This design comes from an exercise in tuning for small area and a short achievable clock period on the open sky130 flow, not from production work.
No functional check of the RTL was part of any run shown here.
The flow treats the clock pin as an ideal source, which a real chip does not have.
Power and IR drop assume default switching activity.

==> flow/design.v <==
module bo_in (
	input	logic			rst,
	input	logic	[63:0]	a,
	input	logic			miss,
	input	logic			valid,
	input	logic			pref,
	input	logic			ready,
	input	logic	[7:0]	pt,
	input	logic	[12:0]	out_a,
	input	logic			out_v,
	input	logic	[5:0]	po,
	input	logic	[5:0]	cur_off,	 
	output	logic			q,			 
	output	logic	[7:0]	pt_n,		 
	output	logic	[12:0]	out_a_n,	 
	output	logic			out_v_n,
	output	logic	[5:0]	ra_lo,
	output	logic			ra_c,		 
	output	logic	[5:0]	wr_lo,
	output	logic			wr_inc,
	output	logic			wr_dec
);
	function automatic logic [5:0] inc6(logic [5:0] a);
		inc6 = a ^ {&a[4:0], &a[3:0], &a[2:0], &a[1:0], a[0], 1'b1};
	endfunction
	logic	[6:0]	rs, ws, os;
	logic	[5:0]	oh;
	logic	[12:0]	pf_addr;
	logic			hit, issue;
	assign hit		= ~miss & valid;
	assign q		= ~hit | pt[a[62:60]];
	assign issue	= q & ready & po != 6'd0;
	always_comb begin
		pt_n = pt;
		if (hit)
			pt_n[a[62:60]] = pref;
		if (rst)
			pt_n = '0;
	end
	assign out_a_n	= rst ? 13'd0 : issue ? pf_addr : out_a;
	assign out_v_n	= ~rst & (issue | out_v);
	assign rs		= {1'b0, a[5:0]} + {1'b0, ~cur_off} + 7'd1;
	assign ws		= {1'b0, a[5:0]} + {1'b0, ~po} + 7'd1;
	assign ra_lo	= rs[5:0];
	assign wr_lo	= ws[5:0];
	assign ra_c		= rs[6];
	assign wr_inc	= po[5] & ws[6];
	assign wr_dec	= ~po[5] & ~ws[6];
	assign os		= {1'b0, a[57:52]} + {1'b0, po};
	assign oh		= a[63:58];
	assign pf_addr	= {os[6] & (&oh), os[6] ? inc6(oh) : oh, os[5:0]};
endmodule
module bo_learn (
	input	logic	[6*64-1:0]	mem,	 
	input	logic	[5:0]	ra_lo,		 
	input	logic	[5:0]	a_hi,
	input	logic			ra_c,
	input	logic			ra_pos,		 
	input	logic			pnd,
	input	logic	[4:0]	s0,			 
	input	logic	[4:0]	c0,			 
	input	logic	[5:0]	best_q,
	input	logic			ge_q,		 
	input	logic	[5:0]	prev_off,	 
	input	logic	[5:0]	cur_off,
	input	logic			last,
	input	logic			end_c,
	input	logic	[4:0]	tl,			 
	output	logic			hitp,
	output	logic			ge,
	output	logic			eol,
	output	logic	[5:0]	newpo,
	output	logic	[4:0]	cmax_n,
	output	logic	[5:0]	best_n,
	output	logic	[4:0]	tail
);
	function automatic logic [5:0] inc6(logic [5:0] a);
		inc6 = a ^ {&a[4:0], &a[3:0], &a[2:0], &a[1:0], a[0], 1'b1};
	endfunction
	function automatic logic [5:0] dec6(logic [5:0] a);
		dec6 = a ^ {~|a[4:0], ~|a[3:0], ~|a[2:0], ~|a[1:0], ~a[0], 1'b1};
	endfunction
	logic	[5:0]	rd_tag, ra_hi;
	logic	[5:0]	s1;
	logic			ge0, ge1;
	logic	[4:0]	nm0, nm1;
	logic	[5:0]	nbo0, nbo1;
	logic			eol0, eol1;
	logic	[5:0]	newpo0, newpo1;
	logic	[4:0]	tl1;
	logic	[4:0]	nm_p;
	logic	[5:0]	nbo_p;
	assign rd_tag	= mem[6*ra_lo +: 6];
	assign ra_hi	= (~ra_pos & ra_c) ? inc6(a_hi) : (ra_pos & ~ra_c) ? dec6(a_hi) : a_hi;
	assign hitp		= pnd & (ra_hi == 6'd0 || rd_tag == ra_hi);
	assign s1		= {1'b0, s0} + 6'd1;
	assign ge0		= s1 >= {1'b0, c0};
	assign nm0		= ge0 ? s1[4:0] : c0;
	assign nbo0		= ge0 ? cur_off : best_q;
	assign eol0		= last && (nm0 == 5'd31 || end_c);
	assign newpo0	= (nm0 <= 5'd1) ? 6'd0 : nbo0;
	assign nm_p		= ge_q ? tl1 : c0;
	assign nbo_p	= ge_q ? prev_off : best_q;
	assign ge1		= s1 >= {1'b0, nm_p};
	assign nm1		= ge1 ? s1[4:0] : nm_p;
	assign nbo1		= ge1 ? cur_off : nbo_p;
	assign eol1		= last && (nm1 == 5'd31 || end_c);
	assign newpo1	= (nm1 <= 5'd1) ? 6'd0 : nbo1;
	assign ge		= hitp ? ge1 : ge0;
	assign eol		= hitp ? eol1 : eol0;
	assign newpo	= hitp ? newpo1 : newpo0;
	assign cmax_n	= hitp ? nm_p : c0;
	assign best_n	= hitp ? nbo_p : best_q;
	assign tl1		= tl + 5'd1;
	assign tail		= hitp ? tl1 : tl;
endmodule
module best_offset_prefetcher #(
	parameter	WIDTH		= 64,
	parameter	TAG_WIDTH	= 12,
	parameter	UP_NUM_SET	= 8,
	parameter	UP_NUM_ASSO	= 0
) (
	input		logic					clk,
	input		logic					rst,
	input		logic	[WIDTH - 1:0]	up_address_i,
	input		logic					up_miss_i,
	input		logic					up_valid_i,
	input		logic					up_prefetched_i,
	input		logic					lo_ready_i,
	output		logic	[WIDTH - 1:0]	lo_prefetch_address_o,
	output		logic					lo_prefetch_valid_o
);
	localparam int NOFF = 46;
	function automatic logic [5:0] inc6(logic [5:0] a);
		inc6 = a ^ {&a[4:0], &a[3:0], &a[2:0], &a[1:0], a[0], 1'b1};
	endfunction
	function automatic logic [5:0] dec6(logic [5:0] a);
		dec6 = a ^ {~|a[4:0], ~|a[3:0], ~|a[2:0], ~|a[1:0], ~a[0], 1'b1};
	endfunction
	localparam logic [23*6-1:0] MAGS = {
		6'd1,  6'd2,  6'd3,  6'd4,  6'd5,  6'd6,  6'd7,  6'd8,
		6'd9,  6'd10, 6'd11, 6'd12, 6'd13, 6'd14, 6'd15, 6'd16,
		6'd18, 6'd20, 6'd24, 6'd30, 6'd32, 6'd36, 6'd40};
	function automatic logic [5:0] mag_of(logic [4:0] k);
		mag_of = (k < 5'd23) ? MAGS[6*k +: 6] : 6'd1;
	endfunction
	logic	[5:0]	cur_q;			 
	logic	[6:0]	round_q;		 
	logic			qr;				 
	logic			clr_d;			 
	logic	[4:0]	cmax_q;			 
	logic	[5:0]	best_q;			 
	logic			ge_q;			 
	logic			pnd;			 
	logic	[5:0]	ra_lo;			 
	logic			ra_c;			 
	logic	[5:0]	a_hi;			 
	logic	[5:0]	po;				 
	logic	[7:0]	pt;				 
	logic			wr_en;			 
	logic	[5:0]	wr_lo;
	logic			wr_inc, wr_dec;
	logic			rst_d;
	logic	[12:0]	out_a;
	logic			out_v;
	logic	[4:0]	ring [NOFF];
	logic	[6*64-1:0]	mem;		 
	logic	[5:0]	mag, cur_off;
	logic			q;
	logic	[7:0]	pt_n;
	logic	[12:0]	out_a_n;
	logic			out_v_n;
	logic	[5:0]	ra_lo_n, wr_lo_n;
	logic			ra_c_n, wr_inc_n, wr_dec_n;
	logic	[5:0]	cur;
	logic	[6:0]	round_c;
	assign cur		= clr_d ? 6'd0 : !qr ? cur_q : (cur_q == NOFF - 1) ? 6'd0 : cur_q + 6'd1;
	assign round_c	= clr_d ? 7'd0 : (qr && cur_q == NOFF - 1) ? round_q + 7'd1 : round_q;
	assign mag		= mag_of(cur[5:1]);
	assign cur_off	= cur[0] ? mag : -mag;
	logic	[5:0]	prev_mag;
	assign prev_mag	= mag_of(cur_q[5:1]);
	assign prev_off	= cur_q[0] ? prev_mag : -prev_mag;
	bo_in u_in (
		.rst	(rst),
		.a		(up_address_i),
		.miss	(up_miss_i),
		.valid	(up_valid_i),
		.pref	(up_prefetched_i),
		.ready	(lo_ready_i),
		.pt		(pt),
		.out_a	(out_a),
		.out_v	(out_v),
		.po		(po),
		.cur_off(cur_off),
		.q		(q),
		.pt_n	(pt_n),
		.out_a_n(out_a_n),
		.out_v_n(out_v_n),
		.ra_lo	(ra_lo_n),
		.ra_c	(ra_c_n),
		.wr_lo	(wr_lo_n),
		.wr_inc	(wr_inc_n),
		.wr_dec	(wr_dec_n)
	);
	logic	[5:0]	wr_hi, dbus;
	assign wr_hi	= wr_inc ? inc6(a_hi) : wr_dec ? dec6(a_hi) : a_hi;
	assign dbus		= wr_hi & {6{~rst_d}};
	genvar i;
	generate
		for (i = 0; i < 64; i++) begin : g_entry
			always_ff @(posedge clk) begin
				if (rst_d || (wr_en && wr_lo == i))
					mem[6*i +: 6] <= dbus;
			end
		end
	endgenerate
	logic			last, end_c, hitp, eol;
	logic			ge;
	logic	[4:0]	s0, c0, tl, cmax_n, tail;
	logic	[5:0]	newpo, best_n, prev_off;
	assign last		= cur == NOFF - 1;
	assign end_c	= round_c == 7'd99;
	assign s0		= (round_c == 7'd0) ? 5'd0 : (qr ? ring[1] : ring[0]);
	assign c0		= clr_d ? 5'd0 : cmax_q;
	assign tl		= (round_q == 7'd0) ? 5'd0 : ring[0];
	bo_learn u_learn (
		.mem	(mem),
		.ra_lo	(ra_lo),
		.a_hi	(a_hi),
		.ra_c	(ra_c),
		.ra_pos	(cur_q[0]),
		.pnd	(pnd),
		.s0		(s0),
		.c0		(c0),
		.best_q	(best_q),
		.ge_q	(ge_q),
		.prev_off(prev_off),
		.cur_off(cur_off),
		.last	(last),
		.end_c	(end_c),
		.tl		(tl),
		.hitp	(hitp),
		.ge		(ge),
		.eol	(eol),
		.newpo	(newpo),
		.cmax_n	(cmax_n),
		.best_n	(best_n),
		.tail	(tail)
	);
	always_ff @(posedge clk) begin
		cmax_q	<= cmax_n;
		best_q	<= best_n;
		ge_q	<= ge;
		cur_q	<= cur;
		round_q	<= round_c;
		rst_d	<= rst;
		qr		<= q;
		ra_lo	<= ra_lo_n;
		ra_c	<= ra_c_n;
		wr_lo	<= wr_lo_n;
		wr_inc	<= wr_inc_n;
		wr_dec	<= wr_dec_n;
		a_hi	<= up_address_i[11:6];
		pt		<= pt_n;
		out_a	<= out_a_n;
		out_v	<= out_v_n;
		if (rst) begin
			clr_d	<= 1'b1;
			pnd		<= 1'b0;
			po		<= '0;
			wr_en	<= 1'b0;
		end else begin
			if (q && eol)
				po	<= newpo;
			clr_d	<= q & eol;
			pnd		<= q & up_valid_i & ~eol;
			wr_en	<= up_prefetched_i | po == 6'd0;
		end
	end
	generate
		for (i = 0; i < NOFF; i++) begin : g_ring
			always_ff @(posedge clk) begin
				if (qr)
					ring[i] <= (i == NOFF - 1) ? tail : ring[(i + 1) % NOFF];
			end
		end
	endgenerate
	assign lo_prefetch_address_o	= {{(WIDTH - 13){1'b0}}, out_a};
	assign lo_prefetch_valid_o		= out_v;
endmodule
==> flow/flow/run.sh <==
#!/bin/bash
# Layout: the standard flow (standard.sh) with these changes to how it is
# made:
#  - Yosys leaves adders to ABC instead of mapping them to ha/fa cells first
#    (ADDER_MAP_FILE empty);
#  - the port buffers that buffer_ports inserts are buf_2 cells;
#  - timing repair works towards a setup slack of 12.6 ns, not 0;
#  - clock tree synthesis clusters up to 24 sinks within 80 um per leaf
#    buffer and adds no dummy loads;
#  - the constant outputs share one tie cell (no tie fanout repair).
set -euo pipefail
bash standard.sh "ADDER_MAP_FILE=" \
	"BUFFER_PORTS_ARGS=-buffer_cell sky130_fd_sc_hd__buf_2" \
	"SETUP_SLACK_MARGIN=12.6" \
	"CTS_ARGS=-sink_clustering_enable -repair_clock_nets -sink_clustering_size 24 -sink_clustering_max_diameter 80 -dont_use_dummy_load" \
	"SKIP_REPAIR_TIE_FANOUT=1" \
	finish > standard_flow.log 2>&1
==> flow/standard.sh <==
#!/bin/bash
# synth_recipe.tcl (not shown) runs the flow's synth.tcl, then flattens the netlist and writes it again
# the make line also repeats each setting of config.mk as NAME=value (left out here)
make -C /OpenROAD-flow-scripts/flow DESIGN_CONFIG=/design/flow/config.mk WORK_HOME=/design/flow/orfs CLKGATE_MAP_FILE= SYNTH_SCRIPT=/design/flow/synth_recipe.tcl "${@:-finish}"
==> flow/config.mk <==
export PLATFORM = sky130hd
export DESIGN_NAME = best_offset_prefetcher
export DESIGN_NICKNAME = best_offset_prefetcher
export VERILOG_FILES = /design/flow/design.v
export SDC_FILE = /design/flow/constraint.sdc
export NUM_CORES = 4
export LEC_CHECK = 0
export CAP_MARGIN = 20
export CORE_MARGIN = 2
export CORE_UTILIZATION = 65
export CTS_CLUSTER_DIAMETER = 80
export CTS_CLUSTER_SIZE = 24
export SLEW_MARGIN = 20
export SYNTH_HIERARCHICAL = 1
export SYNTH_MINIMUM_KEEP_SIZE = 0
==> flow/constraint.sdc <==
create_clock -name core_clock -period 17.0 [get_ports {clk}]
set_input_delay 3.4000 -clock core_clock [delete_from_list [all_inputs] [get_ports {clk}]]
set_output_delay 3.4000 -clock core_clock [all_outputs]
set_load 0.01 [all_outputs]
==> flow_summary.toml, run 1 <==
[route]
drtAntennaViolNets = 0
first_iter_violations = 1679
vias = 15676
drt-total-wl_um = 60700
vias_per_cell = 6.42
routedWlPerCell_um = 24.9
firstDrtPassIters = 6
drcViolationCount = 0

[critical_path]
critPathRequiredTime_ns = 13.60
critPathSlowestCell = "dfxtp_2"
worstPathArrival_ns = 1.00
critPathBufInv = 1
setup.worst_path.class = "flop to output port"
startpoint_type = "flop"
crit_path_end_kind = "output port"
worstPathMaxFanout = 2
path_delay_family = "flip-flops"
crit_path_cell_trace = "buf_6"
cp_slowest_stage_delay_ns = 0.34
r2r_slack_ns = 12.71

[placed_design]
io_buffers = 43
placedInstanceArea_um2 = 29000
dp_hpwl_um = 37600
gp_congestion = 0.876

[die]
rows = 76
die_area_um2 = 45600
initial_core_util_pct = 66.0
die_h_um = 213
coreArea_um2 = 43200
die_w_um = 213
io_pins = 135

[hold_path]
hp-class = "flop to flop"

[power]
leakagePower_nw = 11.1
p_per_area_nw_per_um2 = 110
ir_drop_mv = 0.118

[layout]
final_common_cell = "edfxtp_1"
final_layout_size_suffix_gt1_share_pct = 16.2
regArea_um2 = 20000
nets = 1927
diodes = 0
design_area_um2 = 30600
area_delta_synth_final_pct = 7.33
final_cell_mix = "edfxtp_1 (609), mux2i_1 (118), nand2_1 (83)"
nFillCells = 2834
multiInputGateArea_um2 = 7880

[synthesis]
seq_area_frac_synth_pct = 70.0
async_reset_ff_share_pct = 0
synth_edf_count = 609
synth_cells = 1860
yosys_warnings = 10
syn_area_um2 = 28500
syn_area_per_cell_um2 = 15.3
ys_ff_latch = 693
synthFlopType = "edfxtp_1"
yosysUniqueCellTypes = 88

[clocking]
clkLatencyLatePin_ns = 0.57
clk_pin_slew_ns = 0.08
clock_path_buffers = 3
cts_hold_buf = 0
cts_buffers = 37
tritoncts = "built"
root_buffer = "clkbuf_16"
htree_levels = 2
clock_sinks = 693

[sta]
post-route-period-util_pct = 25.9
max_freq_mhz = 227
hold_violations = 0
fin_crit_ns = 4.40
worst_pin_slew_ns = 1.15
relSlewSlack_pct = 22.8
slew_violations = 0
holdWs_ns = 0.402
finClkSkew_ns = 0.0522
setup_tns_ns = 0
finalSetupViolations = 0
rsz0062_at_grt = "yes"

[grt]
grt_pass1_wl_um = 89200
grt_max_degree = 89
antenna_found_initial = 0
overflow = 0
grt_pass1_vias = 14689
track_usage_pct = 26.6

[status]
status = "complete, no violations"

[run]
maxCapViolCount = 0
cell type report:
type | instances | share of cell area [%]
Clock buffer | 37 | 3.03
Sequential cell | 693 | 65.4
Inverter | 29 | 0.376
Timing Repair Buffer | 103 | 3.03
Multi-Input combinational cell | 993 | 25.8
Tap cell | 585 | 2.39
flip-flops by register name, indices dropped and copies added (netlist names), 7 cells and up:
signal and count:
pt 8, mem 384, ring 230, round_q 7, out_a 13
stage by stage:
stage          util (%)  setup slack [ns]  instances  power [mW]
5_1_grt            70.9             12.57       2440        3.48
4_1_cts            70.3             12.58       2421        3.38
2_1_floorplan         -             11.69       1860        2.37
3_5_place_dp       67.2             11.67       2365        2.51
3_3_place_gp       67.2             11.66       2365        2.50
6_report           70.9             12.60       2440        3.37
kinds of logic (layout without fill, tap and decap cells):
logic type / Yosys count / after routing / share of synthesized area (%)
AND/OR/NAND/NOR: 386 / 387 / 7.01
other: 1 / 1 / 0.0132
multiplexers: 180 / 180 / 8.49
XOR/XNOR: 73 / 73 / 2.24
adder cells (fa/ha/maj): 9 / 9 / 0.316
AO/OA/AOI/OAI: 343 / 343 / 8.54
buffers and inverters: 175 / 169 / 3.36
flip-flops: 693 / 693 / 70.0
cells in the mapped netlist, drive strengths merged (5+ instances only):
cell type / instances / share of area (%)
edfxtp: 609 / 64
mux2i: 118 / 4.1
buf: 96 / 2.3
nand2: 89 / 1.2
dfxtp: 84 / 5.9
nor2: 84 / 1.1
o21ai: 54 / 0.96
a21oi: 53 / 0.93
a21o: 52 / 1.4
a22oi: 50 / 1.3
clkbuf: 50 / 0.66
mux4: 48 / 3.8
xnor2: 47 / 1.4
nand3: 44 / 0.77
nor2b: 31 / 0.68
inv: 27 / 0.36
nor3: 27 / 0.47
xor2: 26 / 0.80
o21bai: 23 / 0.61
and2: 17 / 0.37
nand2b: 17 / 0.37
mux2: 14 / 0.55
o211ai: 14 / 0.39
a211oi: 13 / 0.34
nand4: 12 / 0.26
a31oi: 11 / 0.24
o31ai: 11 / 0.34
and3: 10 / 0.22
o22ai: 10 / 0.26
maj3: 9 / 0.32
or2: 9 / 0.20
a2111oi: 8 / 0.32
nand3b: 8 / 0.21
nor3b: 7 / 0.20
or4: 6 / 0.17
a211o: 5 / 0.15
or3b: 5 / 0.15
where the power goes:
group          switching (mW)  internal (mW)
Combinational           0.259          0.139
Clock                   0.486          0.390
Sequential             0.0701           2.03
routing by layer:
layer	global-route usage, %	vias up	routed length (um)	share of wire, %
met5	0	-	0	0
met4	7.93	0	1700	2.8
met3	4.36	103	4620	7.6
li1	-	7069	-	-
met1	39.7	7888	26700	44
met2	41.0	616	27800	46
Yosys stat by module (local to each module, per instance):
module,cells inside,times used
bo_in,196,1
bo_learn,547,1
best_offset_prefetcher,1117,1
repair_timing:
item                       CTS  global route
pin swaps                    8            12
setup endpoints to repair   50            32
cloned                       2             1
setup buffers               17            18
resized for setup           64            17
path summary, 6_finish.rpt:
check | from | end | cells past startpoint
max | out_a[9] | lo_prefetch_address_o[9] | 1
min | ring[4][3] | ring[3][3] | 0
max reg2reg | ra_lo[0] | pnd | 14
min reg2reg | ring[4][3] | ring[3][3] | 0
==> run 2, diff against run 1 <==
--- a/flow/design.v
+++ b/flow/design.v
@@ -61,6 +61,6 @@
 	input	logic	[4:0]	c0,			 
 	input	logic	[5:0]	best_q,
-	input	logic			ge_q,		 
-	input	logic	[5:0]	prev_off,	 
+	input	logic	[4:0]	nm_p,		 
+	input	logic	[5:0]	nbo_p,
 	input	logic	[5:0]	cur_off,
 	input	logic			last,
@@ -68,5 +68,6 @@
 	input	logic	[4:0]	tl,			 
 	output	logic			hitp,
-	output	logic			ge,
+	output	logic	[4:0]	nm,
+	output	logic	[5:0]	nbo,
 	output	logic			eol,
 	output	logic	[5:0]	newpo,
@@ -89,6 +90,4 @@
 	logic	[5:0]	newpo0, newpo1;
 	logic	[4:0]	tl1;
-	logic	[4:0]	nm_p;
-	logic	[5:0]	nbo_p;
 	assign rd_tag	= mem[6*ra_lo +: 6];
 	assign ra_hi	= (~ra_pos & ra_c) ? inc6(a_hi) : (ra_pos & ~ra_c) ? dec6(a_hi) : a_hi;
@@ -100,6 +99,4 @@
 	assign eol0		= last && (nm0 == 5'd31 || end_c);
 	assign newpo0	= (nm0 <= 5'd1) ? 6'd0 : nbo0;
-	assign nm_p		= ge_q ? tl1 : c0;
-	assign nbo_p	= ge_q ? prev_off : best_q;
 	assign ge1		= s1 >= {1'b0, nm_p};
 	assign nm1		= ge1 ? s1[4:0] : nm_p;
@@ -107,5 +104,6 @@
 	assign eol1		= last && (nm1 == 5'd31 || end_c);
 	assign newpo1	= (nm1 <= 5'd1) ? 6'd0 : nbo1;
-	assign ge		= hitp ? ge1 : ge0;
+	assign nm		= hitp ? nm1 : nm0;
+	assign nbo		= hitp ? nbo1 : nbo0;
 	assign eol		= hitp ? eol1 : eol0;
 	assign newpo	= hitp ? newpo1 : newpo0;
@@ -147,9 +145,11 @@
 	logic	[5:0]	cur_q;			 
 	logic	[6:0]	round_q;		 
+	logic			qd;				 
 	logic			qr;				 
 	logic			clr_d;			 
 	logic	[4:0]	cmax_q;			 
 	logic	[5:0]	best_q;			 
-	logic			ge_q;			 
+	logic	[4:0]	nm_p;			 
+	logic	[5:0]	nbo_p;			 
 	logic			pnd;			 
 	logic	[5:0]	ra_lo;			 
@@ -175,11 +175,8 @@
 	logic	[5:0]	cur;
 	logic	[6:0]	round_c;
-	assign cur		= clr_d ? 6'd0 : !qr ? cur_q : (cur_q == NOFF - 1) ? 6'd0 : cur_q + 6'd1;
-	assign round_c	= clr_d ? 7'd0 : (qr && cur_q == NOFF - 1) ? round_q + 7'd1 : round_q;
+	assign cur		= clr_d ? 6'd0 : !qd ? cur_q : (cur_q == NOFF - 1) ? 6'd0 : cur_q + 6'd1;
+	assign round_c	= clr_d ? 7'd0 : (qd && cur_q == NOFF - 1) ? round_q + 7'd1 : round_q;
 	assign mag		= mag_of(cur[5:1]);
 	assign cur_off	= cur[0] ? mag : -mag;
-	logic	[5:0]	prev_mag;
-	assign prev_mag	= mag_of(cur_q[5:1]);
-	assign prev_off	= cur_q[0] ? prev_mag : -prev_mag;
 	bo_in u_in (
 		.rst	(rst),
@@ -217,10 +214,9 @@
 	endgenerate
 	logic			last, end_c, hitp, eol;
-	logic			ge;
-	logic	[4:0]	s0, c0, tl, cmax_n, tail;
-	logic	[5:0]	newpo, best_n, prev_off;
+	logic	[4:0]	s0, c0, tl, nm, cmax_n, tail;
+	logic	[5:0]	nbo, newpo, best_n;
 	assign last		= cur == NOFF - 1;
 	assign end_c	= round_c == 7'd99;
-	assign s0		= (round_c == 7'd0) ? 5'd0 : (qr ? ring[1] : ring[0]);
+	assign s0		= (round_c == 7'd0) ? 5'd0 : (qd ? ring[1] : ring[0]);
 	assign c0		= clr_d ? 5'd0 : cmax_q;
 	assign tl		= (round_q == 7'd0) ? 5'd0 : ring[0];
@@ -235,6 +231,6 @@
 		.c0		(c0),
 		.best_q	(best_q),
-		.ge_q	(ge_q),
-		.prev_off(prev_off),
+		.nm_p	(nm_p),
+		.nbo_p	(nbo_p),
 		.cur_off(cur_off),
 		.last	(last),
@@ -242,5 +238,6 @@
 		.tl		(tl),
 		.hitp	(hitp),
-		.ge		(ge),
+		.nm		(nm),
+		.nbo	(nbo),
 		.eol	(eol),
 		.newpo	(newpo),
@@ -252,5 +249,6 @@
 		cmax_q	<= cmax_n;
 		best_q	<= best_n;
-		ge_q	<= ge;
+		nm_p	<= nm;
+		nbo_p	<= nbo;
 		cur_q	<= cur;
 		round_q	<= round_c;
@@ -267,4 +265,5 @@
 		out_v	<= out_v_n;
 		if (rst) begin
+			qd		<= 1'b0;
 			clr_d	<= 1'b1;
 			pnd		<= 1'b0;
@@ -274,4 +273,5 @@
 			if (q && eol)
 				po	<= newpo;
+			qd		<= q;
 			clr_d	<= q & eol;
 			pnd		<= q & up_valid_i & ~eol;
==> flow/flow/run.sh (replaced) <==
#!/bin/bash
# Layout: the standard flow (standard.sh) with these changes to how it is
# made:
#  - Yosys leaves adders to ABC instead of mapping them to ha/fa cells first
#    (ADDER_MAP_FILE empty);
#  - the port buffers that buffer_ports inserts are buf_2 cells;
#  - timing repair works towards a setup slack of 12.6 ns, not 0;
#  - clock tree synthesis clusters up to 24 sinks within 100 um per leaf
#    buffer and adds no dummy loads;
#  - after clock tree synthesis, flow/cts_downsize.tcl swaps oversized cells
#    back to smaller sizes where the worst slack does not change.
set -euo pipefail
bash standard.sh "ADDER_MAP_FILE=" \
	"BUFFER_PORTS_ARGS=-buffer_cell sky130_fd_sc_hd__buf_2" \
	"SETUP_SLACK_MARGIN=12.6" \
	"CTS_ARGS=-sink_clustering_enable -repair_clock_nets -sink_clustering_size 24 -sink_clustering_max_diameter 100 -dont_use_dummy_load" \
	"POST_CTS_TCL=$PWD/flow/cts_downsize.tcl" \
	finish > standard_flow.log 2>&1
==> flow/flow/cts_downsize.tcl (new file) <==
# Hook run at the end of ORFS's clock tree step (POST_CTS_TCL), before global
# routing and its repair of slew, capacitance and timing.
# Area recovery: cells that synthesis or timing repair made larger than the
# timing needs are swapped back, one at a time, to smaller sizes of the same
# cell, keeping the worst setup slack and adding no max slew or max
# capacitance violation. A smaller cell keeps its origin, so the placement
# stays legal.

proc ds_worst {} { return [sta::worst_slack_cmd max] }
proc ds_viol {} {
  return [expr {[sta::max_slew_violation_count] + [sta::max_capacitance_violation_count]}]
}

log_cmd estimate_parasitics -placement

set ds_db [ord::get_db]
set ds_s0 [ds_worst]
set ds_v0 [ds_viol]
puts "downsize: start worst slack $ds_s0, slew/cap violations $ds_v0"
set ds_cands {}
foreach inst [[ord::get_db_block] getInsts] {
  set m [$inst getMaster]
  set n [$m getName]
  if {[string match *clkbuf* $n] || [string match *clkinv* $n] || [string match *fill* $n]
      || [string match *tap* $n] || [string match *conb* $n] || [$inst isFixed]} {
    continue
  }
  if {[regexp {^(sky130_fd_sc_hd__.*)_([0-9]+)$} $n -> base sz] && $sz > 1} {
    lappend ds_cands [list [$m getWidth] [$inst getName] $base $sz]
  }
}
set ds_cands [lsort -decreasing -integer -index 0 $ds_cands]
set ds_saved 0
set ds_count 0
foreach c $ds_cands {
  lassign $c w iname base sz
  set inst [[ord::get_db_block] findInst $iname]
  set orig [[$inst getMaster] getName]
  foreach s {1 2 4 6 8 12} {
    if {$s >= $sz} { break }
    set m1 [$ds_db findMaster ${base}_$s]
    if {$m1 == "NULL" || $m1 == ""} { continue }
    if {[$m1 getWidth] >= $w} { continue }
    replace_cell $iname ${base}_$s
    if {[ds_worst] >= $ds_s0 - 1e-12 && [ds_viol] <= $ds_v0} {
      set ds_saved [expr {$ds_saved + ($w - [$m1 getWidth]) * [$m1 getHeight] / 1e6}]
      incr ds_count
      break
    }
    replace_cell $iname $orig
  }
}
puts "downsize: $ds_count cells, saved $ds_saved um2, worst slack [ds_worst], violations [ds_viol]"

check_placement -verbose
==> flow_summary.toml, run 2 <==
[grt]
grt_max_degree = 93
antenna_found_initial = 4
grt_pass1_vias = 14479
overflow = 0
grt_pass1_wl_um = 87500
track_usage_pct = 25.0

[die]
die_h_um = 215
io_pins = 135
rows = 77
coreArea_um2 = 44000
initial_core_util_pct = 65.6
die_w_um = 215
die_area_um2 = 46100

[synthesis]
yosys-top-cells-area = "edfxtp_1 (64%), dfxtp_1 (6.2%), mux4_2 (4.9%), mux2i_1 (2.7%), buf_4 (1.5%)"
ys_ff_latch = 704
synthFlopType = "edfxtp_1"
yosysUniqueCellTypes = 104
synth_edf_count = 614
synth_top_area_share_pct = 63.9
syn_area_per_cell_um2 = 16.0
seq_area_frac_synth_pct = 70.1
yosys_warnings = 10
syn_area_um2 = 28900
synth_commonest_cells = "edfxtp_1 (614), dfxtp_1 (90), nor2_1 (89)"
synth.most_common_cell = "edfxtp_1"
synth_largest_area_cell = "edfxtp_1"
synth_cells = 1810
async_reset_ff_share_pct = 0

[hold_path]
hp-class = "flop to flop"
hp-start = "ring[35][1]"
hold_depth = 0
hold_path_end = "ring[34][1]"

[power]
p_comb_share_pct = 13.0
p_sw_mw = 0.821
internal-power_mw = 2.61
leakagePower_nw = 11.1
p_sw_share_pct = 24.0
clock_power_share_pct = 25.1
ir_drop_mv = 0.100
p_per_area_nw_per_um2 = 111
seqPwrFrac_pct = 61.9

[layout]
final_common_cell = "edfxtp_1"
nFillCells = 2976
layout.cells.non_filler = 2470
final_layout_size_suffix_gt1_share_pct = 14.7
reg_top3 = "mem (384), ring (230), out_a (13)"
top_register = "mem"
design_area_um2 = 30800
regArea_um2 = 20300
largest_reg_flops = 384
final_util_pct = 69.9
final_cell_mix = "edfxtp_1 (614), nor2_1 (83), nand2_1 (79)"
nets = 1948
multiInputGateArea_um2 = 7770
area_delta_synth_final_pct = 6.56

[sta]
relSlewSlack_pct = 26.3
fin_crit_ns = 4.43
worst_pin_slew_ns = 1.09
finClkSkew_ns = 0.0366
post-route-period-util_pct = 26.1
holdWs_ns = 0.380
hold_violations = 0
setup_tns_ns = 0
finalSetupViolations = 0
rsz0062_at_grt = "yes"
max_freq_mhz = 226
slew_violations = 0

[critical_path]
path_common_cell = "buf_6"
path_delay_family = "buffers and inverters"
crit_path_cell_trace = "buf_12 > mux4_2 > o22ai_4 > buf_6 > clkinvlp_4 > buf_6 > nand3_1 > a21oi_2"
r2r_cells = 16
reg2reg_to = "po[0]"
critPathBufInv = 4
setup.worst_path.class = "input port to flop"
r2r_slack_ns = 12.77
reg2reg_from = "ra_lo[0]"
cp_slowest_stage_delay_ns = 0.52
worstPathArrival_ns = 4.85
crit_path_end_kind = "flop"
worstPathMaxFanout = 8
critPathRequiredTime_ns = 17.42
startpoint_type = "input port"
critPathSlowestCell = "mux4_2"

[placed_design]
placedInstanceArea_um2 = 29300
gp_congestion = 0.885
dp_hpwl_um = 36200
io_buffers = 43
dpl.cell_count = 2382

[route]
vias = 15109
firstDrtPassIters = 7
drcViolationCount = 0
drtAntennaViolNets = 0
vias_per_cell = 6.12
drt-total-wl_um = 57900
first_iter_violations = 1334
routedWlPerCell_um = 23.4

[clocking]
clk_pin_slew_ns = 0.10
clkLatencyLatePin_ns = 0.56
clock_sinks = 704
tritoncts = "built"

[status]
status = "complete, no violations"

[run]
maxCapViolCount = 0
==> run 2: changes by cell type in the layout (fill, tap and decap cells not counted), moves of 11 or more <==
cell	delta
a22oi_1	-35
buf_1	+26
buf_2	-22
clkbuf_2	+11
conb_1	+50
inv_1	+19
mux2i_1	-41
mux4_1	+11
mux4_2	+15
nand3_1	-15
==> run 2: kinds of logic after synthesis <==
family | share of synthesized area, %
muxes | 9.22
buffers and inverters | 3.80
AOI/OAI and AO/OA | 7.59
DFF | 70.1
xor gates and xnor gates | 2.33
other | 0.0130
adders and majority gates | 0.381
and+or+nand+nor | 6.58
==> run 2: power groups by stage <==
stage | clock [mW] | combinational [mW] | sequential (mW)
2_1_floorplan | 0 | 0.314 | 2.14
3_3_place_gp | 0 | 0.407 | 2.16
3_5_place_dp | 0 | 0.413 | 2.17
5_1_grt | 0.929 | 0.476 | 2.14
6_report | 0.861 | 0.444 | 2.12
==> run 2: how the worst max path moves through the flow <==
stage                                 from  endpoint  slack, ns  cells after the start
after floorplan           up_address_i[60]  out_a[5]      12.21                      6
after global placement    up_address_i[60]  out_a[5]      11.69                      6
after detailed placement  up_address_i[60]  out_a[5]      11.65                      6
after global routing      up_address_i[57]  out_a[9]      12.52                      7
final                     up_address_i[60]     po[0]      12.57                      8
==> run 2: area by class of cell <==
class,count,share of cell area [%]
Sequential cell,704,65.9
Timing Repair Buffer,114,2.91
Antenna cell,2,0.0163
Tap cell,592,2.41
Multi-Input combinational cell,975,25.3
Clock buffer,35,2.85
Inverter,48,0.622
==> run 2: stage by stage <==
stage	worst slack (ns)	power, mW
final	12.57	3.43
after global routing	12.52	3.54
after detailed placement	11.65	2.58
after global placement	11.69	2.57
after floorplan	12.21	2.45
==> run 2: modules after synthesis (local to each module, per instance) <==
module,cells,copies in the design
best_offset_prefetcher,1077,1
bo_in,196,1
bo_learn,537,1
==> run 2: layer usage <==
layer	vias to the layer above	global-route usage [%]	routed length [um]
met4	4	6.57	1350
li1	6986	-	-
met1	7610	37.0	25300
met5	-	0	26
met3	87	3.77	3640
met2	422	39.7	27600
==> run 3, diff against run 2 <==
--- a/flow/flow/run.sh
+++ b/flow/flow/run.sh
@@ -8,6 +8,6 @@
 #  - clock tree synthesis clusters up to 24 sinks within 100 um per leaf
 #    buffer and adds no dummy loads;
-#  - after clock tree synthesis, flow/cts_downsize.tcl swaps oversized cells
-#    back to smaller sizes where the worst slack does not change.
+#  - after global routing, flow/grt_downsize.tcl swaps oversized cells back
+#    to smaller sizes where the worst slack does not change.
 set -euo pipefail
 bash standard.sh "ADDER_MAP_FILE=" \
@@ -15,4 +15,4 @@
 	"SETUP_SLACK_MARGIN=12.6" \
 	"CTS_ARGS=-sink_clustering_enable -repair_clock_nets -sink_clustering_size 24 -sink_clustering_max_diameter 100 -dont_use_dummy_load" \
-	"POST_CTS_TCL=$PWD/flow/cts_downsize.tcl" \
+	"POST_GLOBAL_ROUTE_TCL=$PWD/flow/grt_downsize.tcl" \
 	finish > standard_flow.log 2>&1
==> flow/flow/grt_downsize.tcl (new file) <==
# Hook run at the end of ORFS's global route step (POST_GLOBAL_ROUTE_TCL).
# Area recovery: cells off the near-critical paths that synthesis or timing
# repair made larger than needed are swapped back, one at a time, to smaller
# sizes of the same cell. A swap is kept only if the worst setup slack does
# not change, the cell's output slew stays small (0.45 ns, or what it was)
# and no max slew or max capacitance violation appears. A smaller cell keeps
# its origin, so the placement stays legal. Global routing is then updated
# for the changed nets and the route guides are written again.

proc ds_worst {} { return [sta::worst_slack_cmd max] }
proc ds_viol {} {
  return [expr {[sta::max_slew_violation_count] + [sta::max_capacitance_violation_count]}]
}
proc ds_outs {iname} {
  set outs {}
  foreach p [get_pins -of_objects [get_cells $iname]] {
    if {[get_property $p direction] == "output"} { lappend outs $p }
  }
  return $outs
}
proc ds_slew {outs} {
  set w 0.0
  foreach p $outs {
    set s [get_property $p slew_max]
    if {$s ne "" && $s > $w} { set w $s }
  }
  return $w
}
proc ds_slack {outs} {
  set w 1e9
  foreach p $outs {
    set s [get_property $p slack_max]
    if {$s ne "" && $s < $w} { set w $s }
  }
  return $w
}

log_cmd estimate_parasitics -global_routing
global_route -start_incremental

set ds_db [ord::get_db]
set ds_s0 [ds_worst]
set ds_s0_ns [expr {$ds_s0 * 1e9}]
set ds_v0 [ds_viol]
puts "downsize: start worst slack $ds_s0, slew/cap violations $ds_v0"
set ds_cands {}
foreach inst [[ord::get_db_block] getInsts] {
  set m [$inst getMaster]
  set n [$m getName]
  if {[string match *clkbuf* $n] || [string match *clkinv* $n] || [string match *fill* $n]
      || [string match *tap* $n] || [string match *conb* $n] || [$inst isFixed]} {
    continue
  }
  if {[regexp {^(sky130_fd_sc_hd__.*)_([0-9]+)$} $n -> base sz] && $sz > 1} {
    lappend ds_cands [list [$m getWidth] [$inst getName] $base $sz]
  }
}
set ds_cands [lsort -decreasing -integer -index 0 $ds_cands]
set ds_saved 0
set ds_count 0
foreach c $ds_cands {
  lassign $c w iname base sz
  set outs [ds_outs $iname]
  if {[ds_slack $outs] < $ds_s0_ns + 0.2} { continue }
  set slew0 [ds_slew $outs]
  set inst [[ord::get_db_block] findInst $iname]
  set orig [[$inst getMaster] getName]
  foreach s {1 2 4 6 8 12} {
    if {$s >= $sz} { break }
    set m1 [$ds_db findMaster ${base}_$s]
    if {$m1 == "NULL" || $m1 == ""} { continue }
    if {[$m1 getWidth] >= $w} { continue }
    replace_cell $iname ${base}_$s
    if {[ds_worst] >= $ds_s0 - 1e-12 && [ds_viol] <= $ds_v0
        && [ds_slew $outs] <= max(0.45, $slew0)} {
      set ds_saved [expr {$ds_saved + ($w - [$m1 getWidth]) * [$m1 getHeight] / 1e6}]
      incr ds_count
      break
    }
    replace_cell $iname $orig
  }
}
puts "downsize: $ds_count cells, saved $ds_saved um2, worst slack [ds_worst], violations [ds_viol]"

global_route -end_incremental
log_cmd estimate_parasitics -global_routing
write_guides $::env(RESULTS_DIR)/route.guide
removed: flow/flow/cts_downsize.tcl
==> flow_summary.toml, run 3 <==
[status]
status = "complete, no violations"

[clocking]
cts_buffers = 35
root_buffer = "clkbuf_16"
cts_setup_buffers = 13
cts-resized-gates = 56
cts_hold_buf = 0
clock_path_buffers = 3
clk_pin_slew_ns = 0.10
clock_sinks = 704
htree_levels = 2
tritoncts = "built"
clkLatencyLatePin_ns = 0.56

[layout]
design_area_um2 = 30800
reg_top3 = "mem (384), ring (230), out_a (13)"
final_layout_size_suffix_gt1_share_pct = 13.9
final_cell_mix = "edfxtp_1 (614), nor2_1 (83), nand2_1 (82)"
top_register = "mem"
area_delta_synth_final_pct = 6.50
layout.cells.non_filler = 2472
nets = 1947
final_common_cell = "edfxtp_1"
largest_reg_flops = 384

[critical_path]
worstPathArrival_ns = 5.41
crit_path_end_kind = "flop"
crit_path_cell_trace = "buf_1 > buf_2 > nor2_1 > a221oi_1 > o31ai_1 > o32ai_2 > xnor2_1 > a2111oi_2 > a2bb2oi_1 > o22a_1 > buf_4 > and3_1 > o31a_1 > buf_12 > nand2_4 > nand2_1 > a21oi_1"
critPathRequiredTime_ns = 17.48
setup.worst_path.class = "flop to flop"
startpoint_type = "flop"
r2r_cells = 17
reg2reg_to = "po[5]"
worstPathMaxFanout = 38
r2r_slack_ns = 12.07
critPathBufInv = 4
path_delay_family = "compound AO/OA/AOI/OAI gates"
reg2reg_from = "ra_lo[2]"
cp_slowest_stage_delay_ns = 0.96
worstSetupStartpoint = "ra_lo[2]"
critPathSlowestCell = "nor2_1"

[hold_path]
hp-start = "ring[35][1]"
hold_depth = 0
hp-class = "flop to flop"
hold_path_end = "ring[34][1]"

[route]
drcViolationCount = 0
first_iter_violations = 1394
firstDrtPassIters = 5
drt-total-wl_um = 57800
vias_per_cell = 6.12
routedWlPerCell_um = 23.4
drtAntennaViolNets = 0
vias = 15140

[sta]
worst_pin_slew_ns = 1.26
hold_violations = 0
finClkSkew_ns = 0.0368
finalSetupViolations = 0
post-route-period-util_pct = 29.0
setup_tns_ns = 0
fin_ws_ns = 12.07
relSlewSlack_pct = 15.4
slew_violations = 0
max_freq_mhz = 203
holdWs_ns = 0.380
fin_crit_ns = 4.93

[placed_design]
dpl_worst_slack_ns = 11.65
dp_hpwl_um = 36200
dpl.cell_count = 2382
placedInstanceArea_um2 = 29300
io_buffers = 43
gp_congestion = 0.885

[die]
die_area_um2 = 46100
die_h_um = 215
initial_core_util_pct = 65.6
io_pins = 135
die_w_um = 215
coreArea_um2 = 44000
rows = 77

[synthesis]
synth_cells = 1810
yosysUniqueCellTypes = 104
synth.most_common_cell = "edfxtp_1"
yosys-top-cells-area = "edfxtp_1 (64%), dfxtp_1 (6.2%), mux4_2 (4.9%), mux2i_1 (2.7%), buf_4 (1.5%)"
async_reset_ff_share_pct = 0
synth_commonest_cells = "edfxtp_1 (614), dfxtp_1 (90), nor2_1 (89)"
synth_largest_area_cell = "edfxtp_1"
syn_area_um2 = 28900
ys_ff_latch = 704
seq_area_frac_synth_pct = 70.1
syn_area_per_cell_um2 = 16.0
synth_top_area_share_pct = 63.9
synthFlopType = "edfxtp_1"
yosys_warnings = 10
synth_edf_count = 614

[grt]
overflow = 0
grt_pass1_wl_um = 87300
grt_pass1_vias = 14482
track_usage_pct = 25.0
antenna_found_initial = 9
grt_max_degree = 93

[power]
leakagePower_nw = 11.0
ir_drop_mv = 0.101
p_per_area_nw_per_um2 = 111

[run]
maxCapViolCount = 0
## run 3: cell types whose count changed in the layout (fill, tap and decap cells not counted), moves of 3 or more
cell,change
buf_4,-20
buf_1,+19
buf_2,+13
clkbuf_2,-11
diode_2,+3
nand2_1,+3
## run 3: final cells by class
type | count | area [um2]
fill | 2966 | 13300
antenna | 5 | 12.5
inverter | 48 | 194
timing repair buffer | 113 | 823
sequential | 704 | 20300
tap | 592 | 741
clock buffer | 35 | 876
multi-input combinational | 975 | 7820
## run 3: cell families (layout without fill, tap and decap cells)
| kind of cell | Yosys count | count (layout) | synth area share [%] |
|---|---|---|---|
| DFF | 704 | 704 | 70.1 |
| muxes | 167 | 167 | 9.22 |
| buffers and inverters | 182 | 196 | 3.80 |
| adders and majority gates | 11 | 11 | 0.381 |
| and+or+nand+nor | 369 | 370 | 6.58 |
| other | 1 | 56 | 0.0130 |
| AOI/OAI and AO/OA | 300 | 300 | 7.59 |
| xor gates and xnor gates | 76 | 76 | 2.33 |
## run 3: metrics by stage
stage / util, % / total power, mW
finish: 69.9 / 3.42
global placement: 66.6 / 2.57
CTS: 69.4 / 3.44
floorplan: - / 2.45
detailed placement: 66.6 / 2.58
## run 3: routing by layer
| metal | part of all wire (%) | vias up | wire (um) | global-route usage [%] |
|---|---|---|---|---|
| met5 | 0.081 | - | 47 | 0 |
| met4 | 2.0 | 8 | 1170 | 6.18 |
| met3 | 6.1 | 81 | 3550 | 3.74 |
| met2 | 48 | 427 | 27600 | 39.9 |
| met1 | 44 | 7643 | 25400 | 36.8 |
| li1 | - | 6981 | - | - |
## run 3: power by group
group	switching [mW]	leakage, nW	internal, mW
combinational	0.272	3.48	0.172
clock	0.490	0.431	0.370
sequential	0.0611	7.08	2.06
total	0.822	11.0	2.60
## run 3: worst max path at each step
stage / endpoint / slack (ns) / cells past startpoint
3_3_place_gp: out_a[5] / 11.69 / 6
4_1_cts: lo_prefetch_address_o[0] / 12.55 / 1
6_report: po[5] / 12.07 / 17
3_5_place_dp: out_a[5] / 11.65 / 6
2_1_floorplan: out_a[5] / 12.21 / 6
## run 3: Yosys stat by module (local to each module, per instance)
module	cell area, um2	copies in the design	cells	flops+latches
bo_in	1350	1	196	0
best_offset_prefetcher	22700	1	1077	704
bo_learn	4860	1	537	0

## what the ideal ports hide
How much do the figures lean on ideal ports? The routed layouts below were timed once more, with nothing changed but the port constraints. Step 1 assumes that a clkbuf_16 drives the clock port and a buf_2 every other input. Step 2 also shifts input and output timing later by t, the mid clock arrival at the registers, as if the neighbouring blocks saw the same clock. Slacks: no drivers / after step 1 / after step 2; pairs: no drivers / after step 1.
run	shift t [ns]	setup WS [ns]	worst register clock-pin slew, ns	worst data-port slew with drivers (ns)
run 1	0.603	12.603 / 12.547 / 11.967	0.10 / 0.10	0.09
run 2	0.609	12.570 / 12.519 / 11.937	0.10 / 0.10	0.09
run 3	0.609	12.073 / 12.073 / 11.994	0.10 / 0.10	0.09
After both steps setup and hold are still met in every run listed. The setup slack of run 1, which loses most, moves by -0.056 ns with the drivers and by -0.636 ns with both steps.
